Background: an optimization exercise with open tools, aiming at small area. Do not read the settings as production practice. Power and IR drop assume default switching activity.

==> flow/design.v <==
`timescale 1ns / 1ps
module pipeline_top(
    input         clk,
    input         reset,
    output [8:0]  imem_addr,
    input  [31:0] imem_rdata,
    output [7:0]  dmem_addr,
    input  [63:0] dmem_rdata,
    output [63:0] dmem_wdata,
    output        dmem_we
    );
    reg [63:0] r0, r1, r2, r3;    
    reg [3:0]  valid;             
    reg [3:0]  we;                
    reg [3:0]  hold;              
    reg [8:0] pc;
    always @(posedge clk or posedge reset)
        if (reset) pc <= 9'd0;
        else       pc <= pc + 9'd1;
    assign imem_addr = pc;
    wire [3:0] f_op    = imem_rdata[31:28];
    wire [1:0] f_ra    = imem_rdata[27:26];
    wire       f_load  = (f_op == 4'b1010);
    wire       f_store = (f_op == 4'b1011);
    wire       f_wreg  = ~(f_store | (f_op == 4'b1111));
    wire       f_mem   = f_load | f_store;
    wire [1:0] f_dst   = f_load ? f_ra : imem_rdata[23:22];
    wire [3:0] valid_next = valid | we;
    reg       d_mem, d_wreg;
    reg [3:0] d_rsel;             
    reg [1:0] d_dst;
    reg [7:0] d_addr;
    always @(posedge clk or posedge reset)
        if (reset) begin
            d_mem  <= 1'b0;
            d_wreg <= 1'b0;
        end else begin
            d_mem  <= f_mem;
            d_wreg <= f_wreg;
        end
    always @(posedge clk) begin
        d_rsel[0] <= valid_next[0] & (f_ra == 2'd0);
        d_rsel[1] <= valid_next[1] & (f_ra == 2'd1);
        d_rsel[2] <= valid_next[2] & (f_ra == 2'd2);
        d_rsel[3] <= valid_next[3] & (f_ra == 2'd3);
        d_dst  <= f_dst;
        d_addr <= imem_rdata[21:14];
    end
    wire [63:0] rdata = ({64{d_rsel[0]}} & r0) | ({64{d_rsel[1]}} & r1) |
                        ({64{d_rsel[2]}} & r2) | ({64{d_rsel[3]}} & r3);
    reg        e_mem, e_wreg;
    reg [1:0]  e_dst;
    reg [7:0]  e_addr;
    reg [63:0] e_val;
    always @(posedge clk or posedge reset)
        if (reset) begin
            e_mem  <= 1'b0;
            e_wreg <= 1'b0;
        end else begin
            e_mem  <= d_mem;
            e_wreg <= d_wreg;
        end
    always @(posedge clk) begin
        e_dst  <= d_dst;
        e_addr <= d_addr;
        e_val  <= rdata;
    end
    reg        m_mem, m_wreg;
    reg        m_load;
    reg [1:0]  m_dst;
    reg [7:0]  m_addr;
    reg [63:0] m_val;
    always @(posedge clk or posedge reset)
        if (reset) begin
            m_mem  <= 1'b0;
            m_wreg <= 1'b0;
        end else begin
            m_mem  <= e_mem;
            m_wreg <= e_wreg;
        end
    always @(posedge clk) begin
        m_load <= e_mem & e_wreg;
        m_dst  <= e_dst;
        m_addr <= e_addr;
        m_val  <= e_val;
    end
    assign dmem_we    = m_mem & ~m_wreg;
    assign dmem_addr  = m_addr;
    assign dmem_wdata = m_val;
    reg [63:0] w_val;
    wire [3:0] m_we;
    assign m_we[0] = m_wreg & (m_dst == 2'd0);
    assign m_we[1] = m_wreg & (m_dst == 2'd1);
    assign m_we[2] = m_wreg & (m_dst == 2'd2);
    assign m_we[3] = m_wreg & (m_dst == 2'd3);
    always @(posedge clk or posedge reset)
        if (reset) we <= 4'b0;
        else       we <= m_we;
    always @(posedge clk) begin
        hold  <= ~m_we;
        w_val <= m_load ? dmem_rdata : m_val;
    end
    always @(posedge clk or posedge reset)
        if (reset) valid <= 4'b0;
        else       valid <= valid_next;
    always @(posedge clk) begin
        r0 <= ({64{we[0]}} & w_val) | ({64{hold[0]}} & r0);
        r1 <= ({64{we[1]}} & w_val) | ({64{hold[1]}} & r1);
        r2 <= ({64{we[2]}} & w_val) | ({64{hold[2]}} & r2);
        r3 <= ({64{we[3]}} & w_val) | ({64{hold[3]}} & r3);
    end
endmodule
==> flow/config.mk <==
export PLATFORM = sky130hd
export DESIGN_NAME = pipeline_top
export DESIGN_NICKNAME = pipeline_top
export VERILOG_FILES = /design/flow/design.v
export SDC_FILE = /design/flow/constraint.sdc
export NUM_CORES = 4
export LEC_CHECK = 0
export CAP_MARGIN = 20
export CORE_MARGIN = 2
export CORE_UTILIZATION = 40
export SLEW_MARGIN = 20
==> flow/constraint.sdc <==
create_clock -name core_clock -period 5.0 [get_ports {clk}]
set_input_delay 1.0000 -clock core_clock [delete_from_list [all_inputs] [get_ports {clk}]]
set_output_delay 1.0000 -clock core_clock [all_outputs]
set_load 0.01 [all_outputs]
standard.sh (not shown) runs the stock make flow with config.mk's settings and CLKGATE_MAP_FILE= SYNTH_SCRIPT=/design/flow/synth_recipe.tcl, a recipe that flattens the netlist after the stock synthesis.
==> flow/flow/run.sh <==
#!/bin/bash
# Standard ORFS layout (standard.sh) with smaller port buffers and a tuned clock tree.
set -euo pipefail
bash standard.sh \
  BUFFER_PORTS_ARGS="-buffer_cell sky130_fd_sc_hd__buf_1" \
  CTS_ARGS="-sink_clustering_enable -repair_clock_nets -dont_use_dummy_load -buf_list sky130_fd_sc_hd__clkbuf_4 -sink_clustering_size 10 -sink_clustering_max_diameter 50"  \
  finish > standard_flow.log 2>&1
Edit:
==> flow/flow/run.sh (replaced) <==
#!/bin/bash
# Standard ORFS layout (standard.sh) with smaller port buffers and a tuned clock tree.
set -euo pipefail
bash standard.sh \
  BUFFER_PORTS_ARGS="-buffer_cell sky130_fd_sc_hd__buf_1" \
  CTS_ARGS="-sink_clustering_enable -repair_clock_nets -dont_use_dummy_load -buf_list sky130_fd_sc_hd__clkbuf_4 -sink_clustering_size 10 -sink_clustering_max_diameter 50" RECOVER_POWER=100 \
  finish > standard_flow.log 2>&1
After rerunning: The changed run produced a layout that fails on max-capacitance violations, max-slew violations; die area is unchanged; total power shrinks slightly; flip-flop and latch count is unchanged; via count came out lower slightly; synthesized cell count stays the same; setup slack is worse by 1000 ps; design area falls slightly; worst hold slack barely changes; routed wire length goes down slightly.
Function was not checked in any run of this note: the RTL went through the layout flow alone.

==> port drivers added, routing unchanged <==
The results above use ideal ports. As a check the final layouts listed here were re-extracted and re-timed, cells and wires unchanged.
Step 1 sets driving cells, clkbuf_16 on the clock port and buf_2 on the other inputs (assumed; they add their load-dependent delay and slew).
Step 2 moves the port delays by t, midway between the first and last clock arrival at a register: inputs arrive t later, outputs are due t later. That takes back most of the time a late clock gives input paths.
Slacks: ideal / step 1 / step 2; pairs: ideal / step 1.
| run | t, ns | slack for setup (ns) | slew at the worst register clock pin (ns) |
|---|---|---|---|
| the first run | 0.828 | 2.459 / 2.411 / 2.978 | 0.11 / 0.11 |
| the second run | 0.826 | 1.448 / 1.448 / 1.448 | 0.11 / 0.11 |
